From an optimization exercise on the open Yosys and OpenROAD flow, aimed at small area; shortcuts taken in it are not production practice.
No functional check of the RTL was part of any run shown here.

## flow/design.v (module list and top-level ports; edited modules follow where they fit)
// module convolutional_layer_1: 4707 lines
// module fa_cell: 4 lines
// module ha_cell: 4 lines
module convolutional_layer_1 (
  input signed [7:0] in,
  input clk, en,
  output signed [191:0] out
);
  // ...
==> flow/flow/run.sh <==
#!/bin/bash
# Standard layout, with the tools' output kept in this folder.
set -e
bash standard.sh > standard.log 2>&1
==> flow/standard.sh <==
#!/bin/bash
# synth_recipe.tcl (not shown) runs the flow's synth.tcl, then flattens the netlist and writes it again
# the make line also repeats each setting of config.mk as NAME=value (left out here)
make -C /OpenROAD-flow-scripts/flow DESIGN_CONFIG=/design/flow/config.mk WORK_HOME=/design/flow/orfs CLKGATE_MAP_FILE= SYNTH_SCRIPT=/design/flow/synth_recipe.tcl "${@:-finish}"
==> flow/config.mk <==
export PLATFORM = sky130hd
export DESIGN_NAME = convolutional_layer_1
export DESIGN_NICKNAME = convolutional_layer_1
export VERILOG_FILES = /design/flow/design.v
export SDC_FILE = /design/flow/constraint.sdc
export NUM_CORES = 8
export LEC_CHECK = 0
export CAP_MARGIN = 20
export CORE_MARGIN = 2
export CORE_UTILIZATION = 45
export CTS_BUF_LIST = sky130_fd_sc_hd__clkbuf_16
export CTS_CLUSTER_DIAMETER = 100
export CTS_CLUSTER_SIZE = 25
export SLEW_MARGIN = 20
export SYNTH_HIERARCHICAL = 1
export SYNTH_MINIMUM_KEEP_SIZE = 0
==> flow/constraint.sdc <==
create_clock -name core_clock -period 18.0 [get_ports {clk}]
set_input_delay 3.6000 -clock core_clock [delete_from_list [all_inputs] [get_ports {clk}]]
set_output_delay 3.6000 -clock core_clock [all_outputs]
set_load 0.01 [all_outputs]
==> qor.yml, run 1 <==
sta:
  layout_setup_ws_ns: 0.3195
  fin_tns_setup_ns: 0
flow_run:
  drv_cap: 0
worst_setup_path:
  cp_max_fo: 8
  critical_path.max_stage_delay_ns: 0.65
global_route:
  antenna_found_initial: 15
  grt_pass1_vias: 39504
  met1_usage: 0.4588
yosys:
  ys_seq_area_frac: 0.4291
  synthAdderAreaFrac: 0.5246
  synth_edf_count: 1064
layout:
  seq_cells: 1064
  top_regs: "u x1064"
  multi_input_area_mm2: 0.04039
  fillers: 13649
  drive_gt1_frac: 0.08371
drt:
  wl_met1_um: 109500
  totalWireLength_um: 279100
clock_network:
  clk_latency_ns: 0.73
  cts_hold_buf: 0
status:
  run_status: "timing/DRC/antenna clean"
min_path:
  min_to: "u[119][6]"
die:
  well_tap_count: 2189
==> run 2, diff against run 1 <==
==> flow/flow/run.sh (replaced) <==
#!/bin/bash
# Standard synthesis, then the standard layout with small port buffers.
set -e
bash standard.sh synth > synth.log 2>&1
bash standard.sh BUFFER_PORTS_ARGS="-buffer_cell sky130_fd_sc_hd__buf_2" finish > layout.log 2>&1
==> run 2 against run 1 <==
Effect of this change: register-to-register slack got worse by 0.03 ns; utilization down 0.57 points; wire length down 1.5%; critical path depth grew 2; count of clock-buffer cells in the layout decreased by 1; sequential share of layout area rose by 0.46 points; synthesized area did not move; critical path type unchanged; largest cell class unchanged.
==> qor.yml, run 2 <==
status:
  run_status: "timing/DRC/antenna clean"  # unchanged
place:
  dpl.hpwl_um: 237700  # was 242700 um
  dpl.cell_count: 6230  # was 6258
  gp_congestion: 1.101  # was 1.059
  place_area_mm2: 0.07846  # was 0.07923 mm2
  numPortBuffers: 111  # unchanged
  preCtsSetupSlack_ns: 0.7662  # was 0.5049 ns
sta:
  timing.fmax_mhz: 56.50  # was 56.56 MHz
  skew_ns: 0.05366  # was 0.04294 ns
  worst_pin_slew_ns: 1.126  # was 1.107 ns
  slew_violations: 0  # unchanged
  relSlewSlack: 0.2496  # was 0.2621
  hold_viol: 0  # unchanged
  layout_setup_ws_ns: 0.3010  # was 0.3195 ns
  setup_viol: 0  # unchanged
  period_share: 0.9833  # was 0.9823
  fin_crit_ns: 17.70  # was 17.68 ns
layout:
  final_util: 0.4882  # was 0.4939
  drive_gt1_frac: 0.09437  # was 0.08371
  regMostFlops: "u"  # unchanged
  layout_common_cells: "fa_1, edfxtp_1, inv_1, ha_1, buf_4"  # unchanged
  final_nets: 6153  # was 6212
  stdcell_area_mm2: 0.08037  # was 0.08130 mm2
  final_common_cell: "fa_1"  # unchanged
  top_regs: "u x1064"  # unchanged
  largest_register_ffs: 1064  # unchanged
  final_cells: 6316  # was 6378
  area_growth_pct: 7.947  # was 9.197%
worst_setup_path:
  arrival_ns: 14.10  # was 14.08 ns
  cp_max_fo: 8  # unchanged
  worstSetupPathType: "reg -> out"  # unchanged
  cp-end-kind: "primary output"  # unchanged
  crit_path_frequent_cell: "fa_1"  # unchanged
  critical_path.max_stage_delay_ns: 0.56  # was 0.65 ns
  crit_path_start_kind: "register"  # unchanged
  slowest_stage: "fa_1"  # was ha_1
  worstPathRequired_ns: 14.40  # about the same
die:
  die_h_um: 410.8  # unchanged
  start_util: 0.4523  # unchanged
  dieArea_mm2: 0.1687  # unchanged
  core_area_mm2: 0.1646  # unchanged
  pin_count: 202  # unchanged
  die_x_um: 410.8  # unchanged
  row_count: 149  # unchanged
yosys:
  yosysMostFrequentCell: "fa_1"  # unchanged
  ys_seq_area_frac: 0.4291  # unchanged
  synth_top_area_frac: 0.4856  # unchanged
  synthFlopType: "edfxtp_1"  # unchanged
  synth_edf_count: 1064  # unchanged
  synthesis.area_mm2: 0.07446  # unchanged
  yosys.area.top_type: "fa_1"  # unchanged
  netlist_top_cells_area: "fa_1, edfxtp_1, ha_1"  # unchanged
  synth_cell_types: 18  # unchanged
  synth_warnings: 8  # unchanged
  synthArstFlopShare: 0  # unchanged
  synth_common_cells: "fa_1, edfxtp_1, inv_1, ha_1, buf_4"  # unchanged
  avgSynthCellArea_um2: 19.62  # unchanged
  synth_seq_cells: 1064  # unchanged
  syn_inst: 3795  # unchanged
drt:
  postRouteAntennaNets: 0  # unchanged
  drt_iter0_markers: 4803  # was 4519
  viasPerCell: 5.681  # was 5.622
  totalWireLength_um: 275100  # was 279100 um
  vias: 35881  # was 35859
  dr.pass1.iters: 5  # unchanged
  wl_per_cell_um: 43.55  # was 43.77 um
  drc_errors: 0  # unchanged
clock_network:
  clockBufferDepth: 3  # unchanged
  htree_levels: 2  # unchanged
  cts.clk_slew.worst_paths_ns: 0.10  # was 0.09 ns
  clk_latency_ns: 0.75  # was 0.73 ns
  cts_root_buf: "clkbuf_16"  # unchanged
  cts_buffers: 58  # was 59
  cts_tree: "built"  # unchanged
  cts_num_sinks: 1064  # unchanged
global_route:
  grt_overflow_total: 0  # unchanged
  grt_max_degree: 207  # was 179
  grt_pass1_vias: 39548  # was 39504
  antenna_found_initial: 13  # was 15
  grtUsageTotal: 0.3338  # was 0.3389
  grt_pass1_wl_um: 358700  # was 363300 um
flow_run:
  drv_cap: 0  # unchanged
min_path:
  worstHoldPathType: "reg -> reg"  # unchanged
[run 2: kinds of logic after synthesis]
kind of cell | Yosys count | synth area share
buf+inv | 574 | 0.03398
other cells | 1 | 0.00005037
xor+xnor | 16 | 0.002790
simple gates | 102 | 0.009495
fa+ha+maj | 2038 | 0.5246
flops | 1064 | 0.4291
[run 2: cell type report]
cell class / instances / area, um2
Timing Repair Buffer: 256 / 1690
Sequential cell: 1064 / 31950
Fill cell: 13602 / 84240
Clock inverter: 19 / 389.1
Clock buffer: 58 / 1451
Antenna cell: 5 / 12.51
Inverter: 479 / 1798
Tap cell: 2189 / 2739
Multi-Input combinational cell: 2246 / 40340
[run 2: final timing paths]
kind | depth (start not counted) | start | slack [ns] | to
setup / recovery | 37 | u[132][0] | 0.30 | out[98]
hold / removal | 0 | u[50][7] | 0.38 | u[51][7]
setup reg to reg | 0 | u[130][6] | 16.53 | u[131][6]
hold reg to reg | 0 | u[50][7] | 0.38 | u[51][7]
[run 2: per-layer routing]
layer  routed length (um)  track usage
met1               106200       0.4461
met5                   76            0
met3                28610       0.1086
met4                17360       0.1691
met2               122800       0.4935
[run 2: Yosys stat by module, one instance, submodules excluded]
module | cell area, um2 | cells inside | flip-flops and latches
convolutional_layer_1 | 35400 | 1757 | 1064
fa_cell | 20.02 | 1 | 0
ha_cell | 12.51 | 1 | 0
[run 2: what timing repair did]
| item | in CTS | in global routing |
|---|---|---|
| endpoints found under the setup margin | 8 | 19 |
| setup buffers | 0 | 4 |
| hold buffers | 0 | 0 |
| cloned | 0 | 0 |
| pin swaps | 0 | 1 |
| resized for setup | 2 | 4 |
| endpoints found under the hold margin | 0 | 0 |
[run 2: per-stage QoR]
step	hold slack (ns)	TNS, ns
finish	0.3783	0
global route	0.4022	-0.003426
CTS	0.4073	0
detailed placement	0.4045	0
global placement	0.4002	0
floorplan	0.4003	0
[run 2: critical path: cells and delay by family, from the launching register on]
family        cells  cell delay, ns
simple gates      1            0.16
xor+xnor          2            0.41
buf+inv           7            0.74
flops             1            0.49
fa+ha+maj        27           11.50
==> run 3, diff against run 2 <==
--- a/flow/config.mk
+++ b/flow/config.mk
@@ -12,4 +12,5 @@
 export CTS_CLUSTER_DIAMETER = 100
 export CTS_CLUSTER_SIZE = 25
+export GPL_TIMING_DRIVEN = 0
 export SLEW_MARGIN = 20
 export SYNTH_HIERARCHICAL = 1
==> run 3 against run 2 <==
Effect of this change: via count is 1.6% lower; still clean; utilization is 0.51 points higher; first-iteration DRC count is 15% lower; design area is 1.0% higher; count of clock-buffer cells in the layout is 1 higher; largest cell class unchanged; synthesized area stayed put; maximum frequency is 0.35% lower; global-route usage is 0.84 points higher; wire length is 2.5% higher; sequential share of layout area is 0.41 points lower; non-clock buffer count is 58 higher.
==> qor.yml, run 3 <==
clock_network:
  htree_levels: 2  # unchanged
  clockBufferDepth: 3  # unchanged
  cts_num_sinks: 1064  # unchanged
  clk_latency_ns: 0.73  # was 0.75 ns
  cts.clk_slew.worst_paths_ns: 0.10  # about the same
  cts_tree: "built"  # unchanged
  cts_buffers: 59  # was 58
  cts_hold_buf: 0  # unchanged
  cts_root_buf: "clkbuf_16"  # unchanged
sta:
  slew_violations: 0  # unchanged
  fin_tns_setup_ns: 0  # unchanged
  period_share: 0.9868  # was 0.9833
  layout_setup_ws_ns: 0.2382  # was 0.3010 ns
  skew_ns: 0.05350  # was 0.05366 ns
  timing.fmax_mhz: 56.30  # was 56.50 MHz
  fin_crit_ns: 17.76  # was 17.70 ns
  hold_viol: 0  # unchanged
  hold_slack_ns: 0.4023  # was 0.3783 ns
  worst_pin_slew_ns: 1.247  # was 1.126 ns
  relSlewSlack: 0.1684  # was 0.2496
  setup_viol: 0  # unchanged
drt:
  drc_errors: 0  # unchanged
  wl_per_cell_um: 44.23  # was 43.55 um
  vias: 35317  # was 35881
  dr.pass1.iters: 5  # unchanged
  drt_iter0_markers: 4068  # was 4803
  totalWireLength_um: 282100  # was 275100 um
  postRouteAntennaNets: 0  # unchanged
  viasPerCell: 5.538  # was 5.681
global_route:
  grt_pass1_wl_um: 363000  # was 358700 um
  antenna_found_initial: 15  # was 13
  grt_overflow_total: 0  # unchanged
  grtUsageTotal: 0.3422  # was 0.3338
  grt_pass1_vias: 38872  # was 39548
  grt_max_degree: 152  # was 207
status:
  run_status: "timing/DRC/antenna clean"  # unchanged
yosys:
  avgSynthCellArea_um2: 19.62  # unchanged
  netlist_top_cells_area: "fa_1, edfxtp_1, ha_1"  # unchanged
  synth_edf_count: 1064  # unchanged
  synth_common_cells: "fa_1, edfxtp_1, inv_1, ha_1, buf_4"  # unchanged
  synth_cell_types: 18  # unchanged
  syn_inst: 3795  # unchanged
  synthFlopType: "edfxtp_1"  # unchanged
  yosys.area.top_type: "fa_1"  # unchanged
  synth_top_area_frac: 0.4856  # unchanged
  synth_seq_cells: 1064  # unchanged
  yosysMostFrequentCell: "fa_1"  # unchanged
  synthesis.area_mm2: 0.07446  # unchanged
  ys_seq_area_frac: 0.4291  # unchanged
  synth_warnings: 8  # unchanged
  synthArstFlopShare: 0  # unchanged
layout:
  final_nets: 6212  # was 6153
  drive_gt1_frac: 0.1148  # was 0.09437
  stdcell_area_mm2: 0.08121  # was 0.08037 mm2
  top_regs: "u x1064"  # unchanged
  area_growth_pct: 9.074  # was 7.947%
  final_util: 0.4933  # was 0.4882
  regMostFlops: "u"  # unchanged
  layout_common_cells: "fa_1, edfxtp_1, inv_1, ha_1, buf_4"  # unchanged
  final_common_cell: "fa_1"  # unchanged
  largest_register_ffs: 1064  # unchanged
worst_setup_path:
  cp_top_family: "adder cells"  # unchanged
  path_buf_inv: 6  # was 7
  arrival_ns: 14.16  # was 14.10 ns
  worstSetupPathType: "reg -> out"  # unchanged
  cp_max_fo: 6  # was 8
  cp-end-kind: "primary output"  # unchanged
  slowest_stage: "edfxtp_1"  # was fa_1
  worstPathRequired_ns: 14.40  # about the same
  crit_path_frequent_cell: "fa_1"  # unchanged
  critical_path.max_stage_delay_ns: 0.73  # was 0.56 ns
  crit_path_start_kind: "register"  # unchanged
die:
  die_h_um: 410.8  # unchanged
  die_x_um: 410.8  # unchanged
  start_util: 0.4523  # unchanged
  dieArea_mm2: 0.1687  # unchanged
  core_area_mm2: 0.1646  # unchanged
  pin_count: 202  # unchanged
  row_count: 149  # unchanged
place:
  numPortBuffers: 111  # unchanged
  gp_congestion: 1.026  # was 1.101
  preCtsSetupSlack_ns: -0.002399  # was 0.7662 ns
  dpl.hpwl_um: 240300  # was 237700 um
  place_area_mm2: 0.07857  # was 0.07846 mm2
flow_run:
  drv_cap: 0  # unchanged
min_path:
  worstHoldPathType: "reg -> reg"  # unchanged
==> run 3: cell counts after synthesis <==
No cell type changed its count.
==> run 3: repair_timing <==
action,CTS,global route
endpoints found under the setup margin,34,34
cloned,0,1
setup buffers,47,36
resized for setup,12,34
pin swaps,2,9
==> run 3: kinds of logic (layout without fill, tap and decap cells) <==
kind of cell / after synthesis / after routing / synth area share
other: 1 / 95 / 0.00005037
adders and majority gates: 2038 / 2038 / 0.5246
and+or+nand+nor: 102 / 102 / 0.009495
DFF: 1064 / 1064 / 0.4291
xor gates and xnor gates: 16 / 16 / 0.002790
buffers and inverters: 574 / 873 / 0.03398
==> run 3: layout make-up <==
type / count / area [um2]
fillers: 13580 / 83400
multi-input cells: 2246 / 40460
flip-flops and latches: 1064 / 31950
well taps: 2189 / 2739
inverters: 479 / 1805
repair buffers: 219 / 1765
clock buffers: 59 / 1476
plain buffers: 95 / 732.0
clock inverters: 21 / 272.8
diodes: 5 / 12.51
==> run 3: final timing paths <==
path | startpoint | end | slack, ns | cells after the start
setup / recovery | u[68][2] | out[101] | 0.24 | 33
hold / removal | u[26][7] | u[27][7] | 0.40 | 0
setup reg to reg | u[128][4] | u[129][4] | 16.40 | 0
hold reg to reg | u[26][7] | u[27][7] | 0.40 | 0
==> run 3: through the flow <==
step / std cells
after floorplan: 3884
after global placement: 6184
after detailed placement: 6207
after CTS: 6334
after global routing: 6375
final: 6377
==> run 3: modules after synthesis (local to each module, per instance) <==
module | flip-flops and latches | cells
fa_cell | 0 | 1
convolutional_layer_1 | 1064 | 1757
ha_cell | 0 | 1
==> run 3: per-layer routing <==
layer,share of wire,track usage
met1,0.40,0.4697
met2,0.46,0.5224
met3,0.090,0.09634
met4,0.047,0.1325
met5,0.00012,0
==> run 4, diff against run 3 <==
==> flow/flow/run.sh (replaced) <==
#!/bin/bash
# Standard synthesis, then the standard layout with small port buffers.
set -e
bash standard.sh synth > synth.log 2>&1
bash standard.sh BUFFER_PORTS_ARGS="-buffer_cell sky130_fd_sc_hd__buf_1" finish > layout.log 2>&1
--- a/flow/config.mk
+++ b/flow/config.mk
@@ -11,6 +11,5 @@
 export CTS_BUF_LIST = sky130_fd_sc_hd__clkbuf_16
 export CTS_CLUSTER_DIAMETER = 100
-export CTS_CLUSTER_SIZE = 25
-export GPL_TIMING_DRIVEN = 0
+export CTS_CLUSTER_SIZE = 30
 export SLEW_MARGIN = 20
 export SYNTH_HIERARCHICAL = 1
==> run 4 against run 3 <==
Effect of this change: still clean on timing, DRC and antenna; synthesized area did not move; utilization fell by 0.70 points; wire length fell by 0.41%; maximum frequency rose by 0.40%; count of clock-buffer cells in the layout fell by 7; flip-flop and latch count did not move; global-route usage fell by 0.080 points; critical path type unchanged; highest routed layer unchanged.
==> qor.yml, run 4 <==
status:
  run_status: "timing/DRC/antenna clean"  # unchanged
sta:
  hold_slack_ns: 0.4113  # was 0.4023 ns
  rsz0062_at_grt: "false"
  hold_viol: 0  # unchanged
  skew_ns: 0.03617  # was 0.05350 ns
  timing.fmax_mhz: 56.53  # was 56.30 MHz
  setup_viol: 0  # unchanged
  layout_setup_ws_ns: 0.3088  # was 0.2382 ns
  worst_pin_slew_ns: 1.082  # was 1.247 ns
  period_share: 0.9828  # was 0.9868
  slew_violations: 0  # unchanged
  relSlewSlack: 0.2787  # was 0.1684
  fin_crit_ns: 17.69  # was 17.76 ns
  fin_tns_setup_ns: 0  # unchanged
die:
  core_area_mm2: 0.1646  # unchanged
  die_x_um: 410.8  # unchanged
  pin_count: 202  # unchanged
  dieArea_mm2: 0.1687  # unchanged
  start_util: 0.4523  # unchanged
  die_h_um: 410.8  # unchanged
  row_count: 149  # unchanged
layout:
  fillers: 13767  # was 13580
  largest_register_ffs: 1064  # unchanged
  drive_gt1_frac: 0.06786  # was 0.1148
  regMostFlops: "u"  # unchanged
  layout_common_cells: "fa_1, edfxtp_1, inv_1, ha_1, buf_4"  # unchanged
  final_common_cell: "fa_1"  # unchanged
  top_regs: "u x1064"  # unchanged
  final_nets: 6156  # was 6212
  area_growth_pct: 7.523  # was 9.074%
clock_network:
  clockBufferDepth: 3  # unchanged
  htree_levels: 2  # unchanged
  clk_latency_ns: 0.70  # was 0.73 ns
  cts.clk_slew.worst_paths_ns: 0.12  # was 0.10 ns
  cts_root_buf: "clkbuf_16"  # unchanged
  cts_buffers: 51  # was 59
  cts_hold_buf: 0  # unchanged
  cts_num_sinks: 1064  # unchanged
  cts_tree: "built"  # unchanged
yosys:
  synthFlopType: "edfxtp_1"  # unchanged
  avgSynthCellArea_um2: 19.62  # unchanged
  synth_cell_types: 18  # unchanged
  synthesis.area_mm2: 0.07446  # unchanged
  ys_seq_area_frac: 0.4291  # unchanged
  yosys.area.top_type: "fa_1"  # unchanged
  syn_inst: 3795  # unchanged
  synthArstFlopShare: 0  # unchanged
  synth_seq_cells: 1064  # unchanged
  synth_top_area_frac: 0.4856  # unchanged
  synth_common_cells: "fa_1, edfxtp_1, inv_1, ha_1, buf_4"  # unchanged
  synth_warnings: 8  # unchanged
  synth_edf_count: 1064  # unchanged
  yosysMostFrequentCell: "fa_1"  # unchanged
  netlist_top_cells_area: "fa_1, edfxtp_1, ha_1"  # unchanged
worst_setup_path:
  slowest_stage: "fa_1"  # was edfxtp_1
  crit_path_start_kind: "register"  # unchanged
  worstSetupPathType: "reg -> out"  # unchanged
  cp_max_fo: 8  # was 6
  critical_path.max_stage_delay_ns: 0.55  # was 0.73 ns
  worstPathRequired_ns: 14.40  # about the same
  crit_path_frequent_cell: "fa_1"  # unchanged
  cp-end-kind: "primary output"  # unchanged
  arrival_ns: 14.09  # was 14.16 ns
global_route:
  grtUsageTotal: 0.3414  # was 0.3422
  antenna_found_initial: 12  # was 15
  grt_overflow_total: 0  # unchanged
  grt_pass1_wl_um: 365300  # was 363000 um
  grt_max_degree: 211  # was 152
  grt_pass1_vias: 39319  # was 38872
drt:
  totalWireLength_um: 280900  # was 282100 um
  vias: 35855  # was 35317
  dr.pass1.iters: 8  # was 5
  postRouteAntennaNets: 0  # unchanged
  wl_per_cell_um: 44.46  # was 44.23 um
  drt_iter0_markers: 4809  # was 4068
  viasPerCell: 5.675  # was 5.538
  drc_errors: 0  # unchanged
flow_run:
  drv_cap: 0  # unchanged
place:
  dpl.hpwl_um: 244800  # was 240300 um
  numPortBuffers: 111  # unchanged
  gp_congestion: 1.069  # was 1.026
  preCtsSetupSlack_ns: 0.7994  # was -0.002399 ns
min_path:
  worstHoldPathType: "reg -> reg"  # unchanged
==> run 4: cell counts after synthesis <==
No cell type changed its count.
==> run 4: repair_timing <==
action | 4_1_cts | 5_1_grt
gates resized for setup | 0 | 3
setup endpoints to repair | 0 | 17
buffers inserted | 0 | 1
hold endpoints to repair | 0 | 0
==> run 4: modules after synthesis, one instance, submodules excluded <==
| module | cells inside | copies in the design |
|---|---|---|
| ha_cell | 1 | 232 |
| fa_cell | 1 | 1806 |
| convolutional_layer_1 | 1757 | 1 |
==> run 4: metal layers <==
metal / track usage / part of all wire / vias up
li1: - / - / 12752
met1: 0.4730 / 0.39 / 20551
met2: 0.5156 / 0.45 / 2020
met3: 0.09060 / 0.099 / 530
met4: 0.1438 / 0.053 / 2
met5: 0 / 0.000043 / -
==> run 4: area by class of cell <==
class,count,area [um2],area share
flip-flops and latches,1064,31950,0.3991
clock buffers,52,1301,0.01625
clock inverters,19,304.0,0.003798
inverters,479,1798,0.02246
repair buffers,266,1629,0.02035
multi-input cells,2246,40330,0.5037
well taps,2189,2739,0.03421
diodes,3,7.507,0.00009377
==> run 4: kinds of logic (layout without fill, tap and decap cells) <==
logic type / count (synthesis) / in the layout / synth area share
buffers and inverters: 574 / 816 / 0.03398
other: 1 / 93 / 0.00005037
adders and majority gates: 2038 / 2038 / 0.5246
xor gates and xnor gates: 16 / 16 / 0.002790
and+or+nand+nor: 102 / 102 / 0.009495
DFF: 1064 / 1064 / 0.4291
==> run 4: worst paths after layout <==
check                               start  depth (start not counted)        to  slack, ns
worst max-delay path            u[132][0]                         37   out[97]       0.31
worst min-delay path             u[94][5]                          0  u[95][5]       0.41
worst max register to register   u[96][7]                          0  u[97][7]      16.57
worst min register to register   u[94][5]                          0  u[95][5]       0.41
==> run 4: critical path, delay by kind of cell (launching register included) <==
family / cells / cell delay, ns
flip-flops: 1 / 0.51
XOR/XNOR: 2 / 0.42
AND/OR/NAND/NOR: 1 / 0.14
buffers and inverters: 7 / 0.74
adder cells (fa/ha/maj): 27 / 11.55
==> run 4: metrics by stage <==
stage | area (um2) | utilization | instances
3_3_place_gp | 78400 | 0.4763 | 6242
4_1_cts | 80010 | 0.4860 | 6313
3_5_place_dp | 78400 | 0.4763 | 6242
2_1_floorplan | 74790 | - | 3884
5_1_grt | 80050 | 0.4863 | 6315
6_report | 80060 | 0.4863 | 6318

==> static timing again, ports no longer ideal <==
How much do the figures lean on ideal ports? The routed layouts below were timed once more, with nothing changed but the port constraints. Step 1 assumes that a clkbuf_16 drives the clock port and a buf_2 every other input. Step 2 times the ports against the registers' clock, not the clock port: input delays grow and output delays shrink by t, the midpoint of the rising clock arrivals with the driver on. a / b / c = ideal / step 1 / step 2; a / b = the first two.
run	t, ns	slack for setup (ns)	worst setup path at the end	worst data-port slew with drivers (ns)	cell pins on the clock port's net
run 1	0.789	0.319 / 0.233 / 1.022	register to output	0.06	1
run 2	0.800	0.301 / 0.216 / 1.017	register to output	0.05	1
run 3	0.787	0.238 / 0.155 / 0.943	register to output	0.06	1
run 4	0.780	0.309 / 0.220 / 1.000	register to output	0.07	1
After both steps setup and hold are still met in every run listed.
